What follows belongs to an exercise in optimizing a design on an open flow for small area and a short achievable clock period; a production flow would make more cautious choices.
RTL that was checked went through simulation tests only; none was proved equivalent to the original.
Power and IR drop assume default switching activity.

== branch amber ==
==> module fpadd_pipelined, before the edit <==
module fpadd_pipelined (input clk,
                        input reset,
                        input [31:0] reg_A,
                        input [31:0] reg_B,
                        output [31:0] out);
  localparam FINE = 3;
  localparam DSEL = 0;
  localparam [7:0] EXP_ADJ = 8'd1;
  wire [7:0] ea = reg_A[30:23];
  wire [7:0] eb = reg_B[30:23];
  wire [7:0] dab, dba;
  wire cab, cba;
  fp_add8 sub_ab(.a(ea), .b(~eb), .cin(1'b1), .s(dab), .cout(cab));
  fp_add8 sub_ba(.a(eb), .b(~ea), .cin(1'b1), .s(dba), .cout(cba));
  wire a_ge_b, exp_ge;
  fp_cmp31 cmp_ab(.a(reg_A[30:0]), .b(reg_B[30:0]), .ge(a_ge_b), .ge_hi(exp_ge));
  wire [7:0] d = exp_ge ? dab : dba;
  wire [4:0] s = d[4:0];
  wire big = |d[7:5];
  wire [7:0] d_hi = exp_le ? dba : dab;
  wire exp_le = cba;
  wire [22:0] fmn = a_ge_b ? reg_B[22:0] : reg_A[22:0];
  wire [23:0] m0 = {1'b1, fmn} >> {s[4:FINE], {FINE{1'b0}}};
  reg        s0_sign, s0_sub, s0_valid;
  reg [7:0]  s0_exp;
  reg [22:0] s0_fmx;
  reg [23:0] s0_m;
  reg [FINE-1:0] s0_shift;
  reg        s0_big;
  reg [FINE-1:0] s0_shift_hi;
  reg        s0_big_hi;
  always @(posedge clk or posedge reset)
    if (reset) s0_valid <= 1'b0;
    else       s0_valid <= 1'b1;
  always @(posedge clk) begin
    s0_sign  <= a_ge_b ? reg_A[31] : reg_B[31];
    s0_sub   <= reg_A[31] ^ reg_B[31];
    s0_exp   <= a_ge_b ? ea : eb;
    s0_fmx   <= a_ge_b ? reg_A[22:0] : reg_B[22:0];
    s0_m     <= m0;
    s0_shift <= s[FINE-1:0];
    s0_big   <= big;
    s0_shift_hi <= d_hi[FINE-1:0];
    s0_big_hi <= |d_hi[7:5];
  end
  wire [23:0] m_lo = s0_m >> s0_shift;
  wire [23:0] m_hi = s0_m >> s0_shift_hi;
  wire [23:0] m_sh = {m_hi[23:12], m_lo[11:0]};
  wire [23:0] m = m_sh & {{12{~s0_big_hi}}, {12{~s0_big}}};
  wire [24:0] t;
  wire t_cout;
  fp_add25 add_t(.a({2'b01, s0_fmx}), .b({s0_sub, m ^ {24{s0_sub}}}), .cin(s0_sub),
                 .s(t), .cout(t_cout));
  reg        s1_sign, s1_valid, s1_ezero;
  reg [7:0]  s1_exp1;
  reg [24:0] s1_t;
  always @(posedge clk or posedge reset)
    if (reset) s1_valid <= 1'b0;
    else       s1_valid <= s0_valid;
  always @(posedge clk) begin
    s1_sign  <= s0_sign;
    s1_exp1  <= s0_exp + EXP_ADJ;
    s1_ezero <= ~|s0_exp;
    s1_t     <= t;
  end
  wire [23:0] coarse;
  wire        fine;
  wire [7:0]  nexp;
  fp_normalizer fp_normalizer(.mantissa_temp(s1_t),
                              .exp1(s1_exp1),
                              .coarse_mantissa(coarse),
                              .fine_shift(fine),
                              .flush(~s1_valid),
                              .normalized_exp(nexp));
  wire low_zero = ~|s1_t[23:0];
  wire res_zero = low_zero & (~s1_t[24] | (~s1_sign & s1_ezero));
  wire se_zero  = ~s1_valid | res_zero;
  reg        r2_sign, r2_fine;
  reg [7:0]  r2_exp;
  reg [23:0] r2_man;
  always @(posedge clk or posedge reset)
    if (reset) begin
      r2_sign <= 1'b0;
      r2_exp  <= 8'b0;
      r2_man  <= 24'b0;
      r2_fine <= 1'b0;
    end else begin
      r2_sign <= se_zero ? 1'b0 : s1_sign;
      r2_exp  <= se_zero ? 8'b0 : nexp;
      r2_man  <= coarse;
      r2_fine <= fine;
    end
  wire [22:0] frac = r2_fine ? r2_man[22:0] : r2_man[23:1];
  assign out = {r2_sign, r2_exp, frac};
endmodule
Settings: LEC_CHECK=0, ABC_AREA=1, CAP_MARGIN=20, CORE_MARGIN=2, CORE_UTILIZATION=40, SETUP_SLACK_MARGIN=3.0, SLEW_MARGIN=20, TNS_END_PERCENT=10; clock period 6.5 ns.
standard.sh (not shown) runs the stock make flow with config.mk's settings and CLKGATE_MAP_FILE= SYNTH_SCRIPT=/design/flow/synth_recipe.tcl, a recipe that flattens the netlist after the stock synthesis.
==> flow/flow/run.sh <==
#!/bin/bash
# Standard layout (standard.sh) with the smallest buffer on the ports and
# no CTS dummy loads.
bash standard.sh \
  "BUFFER_PORTS_ARGS=-buffer_cell sky130_fd_sc_hd__buf_1" \
  "CTS_ARGS=-sink_clustering_enable -repair_clock_nets -dont_use_dummy_load -buf_list {sky130_fd_sc_hd__clkbuf_4 sky130_fd_sc_hd__clkbuf_8}" \
  finish > standard.log 2>&1
## Diff of input files: branch violet against branch amber
diff --git a/flow/design.v b/flow/design.v
--- a/flow/design.v
+++ b/flow/design.v
@@ -441,24 +441,16 @@
                               .fine_shift(fine),
                               .flush(~s1_valid),
                               .normalized_exp(nexp));
   wire low_zero = ~|s1_t[23:0];
   wire res_zero = low_zero & (~s1_t[24] | (~s1_sign & s1_ezero));
   wire se_zero  = ~s1_valid | res_zero;
-  reg        r2_sign, r2_fine;
-  reg [7:0]  r2_exp;
-  reg [23:0] r2_man;
+  wire [22:0] frac = fine ? coarse[22:0] : coarse[23:1];
+  reg [31:0] out_r;
   always @(posedge clk or posedge reset)
-    if (reset) begin
-      r2_sign <= 1'b0;
-      r2_exp  <= 8'b0;
-      r2_man  <= 24'b0;
-      r2_fine <= 1'b0;
-    end else begin
-      r2_sign <= se_zero ? 1'b0 : s1_sign;
-      r2_exp  <= se_zero ? 8'b0 : nexp;
-      r2_man  <= coarse;
-      r2_fine <= fine;
+    if (reset) out_r <= 32'b0;
+    else begin
+      out_r[31:23] <= se_zero ? 9'b0 : {s1_sign, nexp};
+      out_r[22:0]  <= frac;
     end
-  wire [22:0] frac = r2_fine ? r2_man[22:0] : r2_man[23:1];
-  assign out = {r2_sign, r2_exp, frac};
+  assign out = out_r;
 endmodule
[summary]
In summary, branch violet completed successfully, with a layout that passed the timing, design-rule and antenna checks. branch amber leaves more setup margin than branch violet. Against branch amber as the reference, branch violet delivers a higher post-synthesis net count. branch violet can be clocked slower than branch amber. Number of gates given a new drive strength after cts: branch violet > branch amber. Changes observed in branch violet relative to branch amber: number of setup buffers added after CTS stayed essentially flat, part of the cycle the worst path needs rose by 1.0 points.
Function not checked in branch violet: the RTL went through the layout flow alone.

---

Setup of job 1817:
fpadd_pipelined, a different RTL version from the one above (not shown whole).
For scale: roughly 1300 cells after synthesis, ~98 I/O pins, ~9000 µm² of cells after synthesis.
==> module fp_normalizer, before the edit <==
module fp_normalizer (
  input  [24:0] mantissa_temp,
  input  [7:0]  exp1,
  output [23:0] coarse_mantissa,
  output        fine_shift,
  output [7:0]  normalized_exp
);
  reg [4:0] zero_count;
  integer i;
  always @(*) begin
    zero_count = 5'd0;
    for (i = 0; i < 25; i = i + 1)
      if (mantissa_temp[i]) zero_count = 5'd24 - i;
  end
  wire [24:0] shifted = mantissa_temp << {zero_count[4:1], 1'b0};
  assign coarse_mantissa = shifted[23:0];
  assign fine_shift = zero_count[0];
  assign normalized_exp = exp1 - {3'b0, zero_count};
endmodule
==> module fpadd_pipelined, before the edit <==
module fpadd_pipelined (input clk,
                        input reset,
                        input [31:0] reg_A,
                        input [31:0] reg_B,
                        output [31:0] out);
  localparam FINE = 3;
  localparam DSEL = 0;
  localparam [7:0] EXP_ADJ = 8'd1;
  wire [7:0] ea = reg_A[30:23];
  wire [7:0] eb = reg_B[30:23];
  wire [7:0] dab, dba;
  wire cab, cba;
  fp_add8 sub_ab(.a(ea), .b(~eb), .cin(1'b1), .s(dab), .cout(cab));
  fp_add8 sub_ba(.a(eb), .b(~ea), .cin(1'b1), .s(dba), .cout(cba));
  wire a_ge_b, exp_ge;
  fp_cmp31 cmp_ab(.a(reg_A[30:0]), .b(reg_B[30:0]), .ge(a_ge_b), .ge_hi(exp_ge));
  wire [7:0] d = exp_ge ? dab : dba;
  wire [4:0] s = d[4:0];
  wire big = |d[7:5];
  wire [22:0] fmn = a_ge_b ? reg_B[22:0] : reg_A[22:0];
  wire [23:0] m0 = {1'b1, fmn} >> {s[4:FINE], {FINE{1'b0}}};
  reg        s0_sign, s0_sub, s0_valid;
  reg [7:0]  s0_exp;
  reg [22:0] s0_fmx;
  reg [23:0] s0_m;
  reg [FINE-1:0] s0_shift;
  reg        s0_big;
  always @(posedge clk or posedge reset)
    if (reset) s0_valid <= 1'b0;
    else       s0_valid <= 1'b1;
  always @(posedge clk) begin
    s0_sign  <= a_ge_b ? reg_A[31] : reg_B[31];
    s0_sub   <= reg_A[31] ^ reg_B[31];
    s0_exp   <= a_ge_b ? ea : eb;
    s0_fmx   <= a_ge_b ? reg_A[22:0] : reg_B[22:0];
    s0_m     <= m0;
    s0_shift <= s[FINE-1:0];
    s0_big   <= big;
  end
  wire [23:0] m = (s0_m >> s0_shift) & {24{~s0_big}};
  wire [24:0] t;
  wire t_cout;
  fp_add25 add_t(.a({2'b01, s0_fmx}), .b({s0_sub, m ^ {24{s0_sub}}}), .cin(s0_sub),
                 .s(t), .cout(t_cout));
  reg        s1_sign, s1_valid, s1_ezero;
  reg [7:0]  s1_exp1;
  reg [24:0] s1_t;
  always @(posedge clk or posedge reset)
    if (reset) s1_valid <= 1'b0;
    else       s1_valid <= s0_valid;
  always @(posedge clk) begin
    s1_sign  <= s0_sign;
    s1_exp1  <= s0_exp + EXP_ADJ;
    s1_ezero <= ~|s0_exp;
    s1_t     <= t;
  end
  wire [23:0] coarse;
  wire        fine;
  wire [7:0]  nexp;
  fp_normalizer fp_normalizer(.mantissa_temp(s1_t),
                              .exp1(s1_exp1),
                              .coarse_mantissa(coarse),
                              .fine_shift(fine),
                              .normalized_exp(nexp));
  wire low_zero = ~|s1_t[23:0];
  wire res_zero = low_zero & (~s1_t[24] | (~s1_sign & s1_ezero));
  wire se_zero  = ~s1_valid | res_zero;
  reg        r2_sign, r2_fine;
  reg [7:0]  r2_exp;
  reg [23:0] r2_man;
  always @(posedge clk or posedge reset)
    if (reset) begin
      r2_sign <= 1'b0;
      r2_exp  <= 8'b0;
      r2_man  <= 24'b0;
      r2_fine <= 1'b0;
    end else begin
      r2_sign <= se_zero ? 1'b0 : s1_sign;
      r2_exp  <= se_zero ? 8'b0 : nexp;
      r2_man  <= s1_valid ? coarse : 24'b0;
      r2_fine <= fine;
    end
  wire [22:0] frac = r2_fine ? r2_man[22:0] : r2_man[23:1];
  assign out = {r2_sign, r2_exp, frac};
endmodule
==> flow/config.mk <==
export PLATFORM = sky130hd
export DESIGN_NAME = fpadd_pipelined
export DESIGN_NICKNAME = fpadd_pipelined
export VERILOG_FILES = /design/flow/design.v
export SDC_FILE = /design/flow/constraint.sdc
export NUM_CORES = 4
export LEC_CHECK = 0
export ABC_AREA = 1
export CAP_MARGIN = 20
export CORE_MARGIN = 2
export CORE_UTILIZATION = 40
export SETUP_SLACK_MARGIN = 3.0
export SLEW_MARGIN = 20
export TNS_END_PERCENT = 10
==> flow/constraint.sdc <==
create_clock -name core_clock -period 6.5 [get_ports {clk}]
set_input_delay 1.3000 -clock core_clock [delete_from_list [all_inputs] [get_ports {clk}]]
set_output_delay 1.3000 -clock core_clock [all_outputs]
set_load 0.01 [all_outputs]
Scripts as last shown in full above: flow/flow/run.sh
What job 9819 does differently from job 1817 at the input level:
==> flow/design.v, changed modules only <==
module fp_normalizer (
  input  [24:0] mantissa_temp,
  input  [7:0]  exp1,
  input         flush,
  output [23:0] coarse_mantissa,
  output        fine_shift,
  output [7:0]  normalized_exp
);
  reg [4:0] zero_count;
  integer i;
  always @(*) begin
    zero_count = 5'd0;
    for (i = 0; i < 25; i = i + 1)
      if (mantissa_temp[i]) zero_count = 5'd24 - i;
  end
  wire [24:0] shifted = mantissa_temp << {zero_count[4:3] | {2{flush}}, zero_count[2:1], 1'b0};
  assign coarse_mantissa = shifted[23:0];
  assign fine_shift = zero_count[0];
  assign normalized_exp = exp1 - {3'b0, zero_count};
endmodule
module fpadd_pipelined (input clk,
                        input reset,
                        input [31:0] reg_A,
                        input [31:0] reg_B,
                        output [31:0] out);
  localparam FINE = 4;
  localparam DSEL = 0;
  localparam [7:0] EXP_ADJ = 8'd1;
  wire [7:0] ea = reg_A[30:23];
  wire [7:0] eb = reg_B[30:23];
  wire [7:0] dab, dba;
  wire cab, cba;
  fp_add8 sub_ab(.a(ea), .b(~eb), .cin(1'b1), .s(dab), .cout(cab));
  fp_add8 sub_ba(.a(eb), .b(~ea), .cin(1'b1), .s(dba), .cout(cba));
  wire a_ge_b, exp_ge;
  fp_cmp31 cmp_ab(.a(reg_A[30:0]), .b(reg_B[30:0]), .ge(a_ge_b), .ge_hi(exp_ge));
  wire [7:0] d = exp_ge ? dab : dba;
  wire [4:0] s = d[4:0];
  wire big = |d[7:5];
  wire [7:0] d_hi = exp_le ? dba : dab;
  wire exp_le = cba;
  wire [22:0] fmn = a_ge_b ? reg_B[22:0] : reg_A[22:0];
  wire [23:0] m0 = {1'b1, fmn} >> {s[4:FINE], {FINE{1'b0}}};
  reg        s0_sign, s0_sub, s0_valid;
  reg [7:0]  s0_exp;
  reg [22:0] s0_fmx;
  reg [23:0] s0_m;
  reg [FINE-1:0] s0_shift;
  reg        s0_big;
  reg [FINE-1:0] s0_shift_hi;
  reg        s0_big_hi;
  always @(posedge clk or posedge reset)
    if (reset) s0_valid <= 1'b0;
    else       s0_valid <= 1'b1;
  always @(posedge clk) begin
    s0_sign  <= a_ge_b ? reg_A[31] : reg_B[31];
    s0_sub   <= reg_A[31] ^ reg_B[31];
    s0_exp   <= a_ge_b ? ea : eb;
    s0_fmx   <= a_ge_b ? reg_A[22:0] : reg_B[22:0];
    s0_m     <= m0;
    s0_shift <= s[FINE-1:0];
    s0_big   <= big;
    s0_shift_hi <= d_hi[FINE-1:0];
    s0_big_hi <= |d_hi[7:5];
  end
  wire [23:0] m_lo = s0_m >> s0_shift;
  wire [23:0] m_hi = s0_m >> s0_shift_hi;
  wire [23:0] m_sh = {m_hi[23:12], m_lo[11:0]};
  wire [23:0] m = m_sh & {{12{~s0_big_hi}}, {12{~s0_big}}};
  wire [24:0] t;
  wire t_cout;
  fp_add25 add_t(.a({2'b01, s0_fmx}), .b({s0_sub, m ^ {24{s0_sub}}}), .cin(s0_sub),
                 .s(t), .cout(t_cout));
  reg        s1_sign, s1_valid, s1_ezero;
  reg [7:0]  s1_exp1;
  reg [24:0] s1_t;
  always @(posedge clk or posedge reset)
    if (reset) s1_valid <= 1'b0;
    else       s1_valid <= s0_valid;
  always @(posedge clk) begin
    s1_sign  <= s0_sign;
    s1_exp1  <= s0_exp + EXP_ADJ;
    s1_ezero <= ~|s0_exp;
    s1_t     <= t;
  end
  wire [23:0] coarse;
  wire        fine;
  wire [7:0]  nexp;
  fp_normalizer fp_normalizer(.mantissa_temp(s1_t),
                              .exp1(s1_exp1),
                              .coarse_mantissa(coarse),
                              .fine_shift(fine),
                              .flush(~s1_valid),
                              .normalized_exp(nexp));
  wire low_zero = ~|s1_t[23:0];
  wire res_zero = low_zero & (~s1_t[24] | (~s1_sign & s1_ezero));
  wire se_zero  = ~s1_valid | res_zero;
  reg        r2_sign, r2_fine;
  reg [7:0]  r2_exp;
  reg [23:0] r2_man;
  always @(posedge clk or posedge reset)
    if (reset) begin
      r2_sign <= 1'b0;
      r2_exp  <= 8'b0;
      r2_man  <= 24'b0;
      r2_fine <= 1'b0;
    end else begin
      r2_sign <= se_zero ? 1'b0 : s1_sign;
      r2_exp  <= se_zero ? 8'b0 : nexp;
      r2_man  <= coarse;
      r2_fine <= fine;
    end
  wire [22:0] frac = r2_fine ? r2_man[22:0] : r2_man[23:1];
  assign out = {r2_sign, r2_exp, frac};
endmodule
### Flow results
Complex-gate fraction of the synthesized area came out higher on job 9819 than on job 1817. Total number of vias: job 9819 vs job 1817 up 436. Job 1817 -> job 9819: total of flip-flops plus latches after synthesis increased by a few percent. Per the comparison of job 9819 with job 1817, sequential cell count grew by about 4%, relative area of non-clock buffer cells in the final design shrank by 0.60 points, power consumption held steady. Comparing finished layout cell area for job 9819 and job 1817, the bigger number came from job 9819. Actual slew at the worst max-slew pin | job 9819 above job 1817. Compared to job 1817, the router laid down more metal wire for job 9819.
Function was not checked in any run of this note: the RTL went through the layout flow alone.

==> separate check: timing with driven ports <==
No port has a modelled driver above. Below, the same layouts with a new extraction and two added sets of constraints. Step 1 assumes that a clkbuf_16 drives the clock port and a buf_2 every other input. Step 2 also shifts input and output timing later by t, the mid clock arrival at the registers, as if the neighbouring blocks saw the same clock. a / b / c = ideal / step 1 / step 2; a / b = the first two.
run | shift t [ns] | setup slack, ns | clock arrival spread, ns | worst register clock-pin slew, ns | pins driven straight from the clock port
branch amber | 0.467 | 3.174 / 3.184 / 2.718 | 0.031 / 0.031 | 0.08 / 0.08 | 1
branch violet | 0.478 | 3.106 / 3.121 / 2.643 | 0.033 / 0.034 | 0.08 / 0.08 | 1
job 1817 | 0.475 | 3.149 / 3.153 / 2.695 | 0.029 / 0.028 | 0.07 / 0.07 | 1
job 9819 | 0.480 | 3.099 / 3.115 / 2.635 | 0.037 / 0.036 | 0.09 / 0.09 | 1
After both steps setup and hold are still met in every run listed. For job 9819, which loses most, drivers alone change the setup slack by +0.016 ns; drivers and shift together by -0.464 ns.
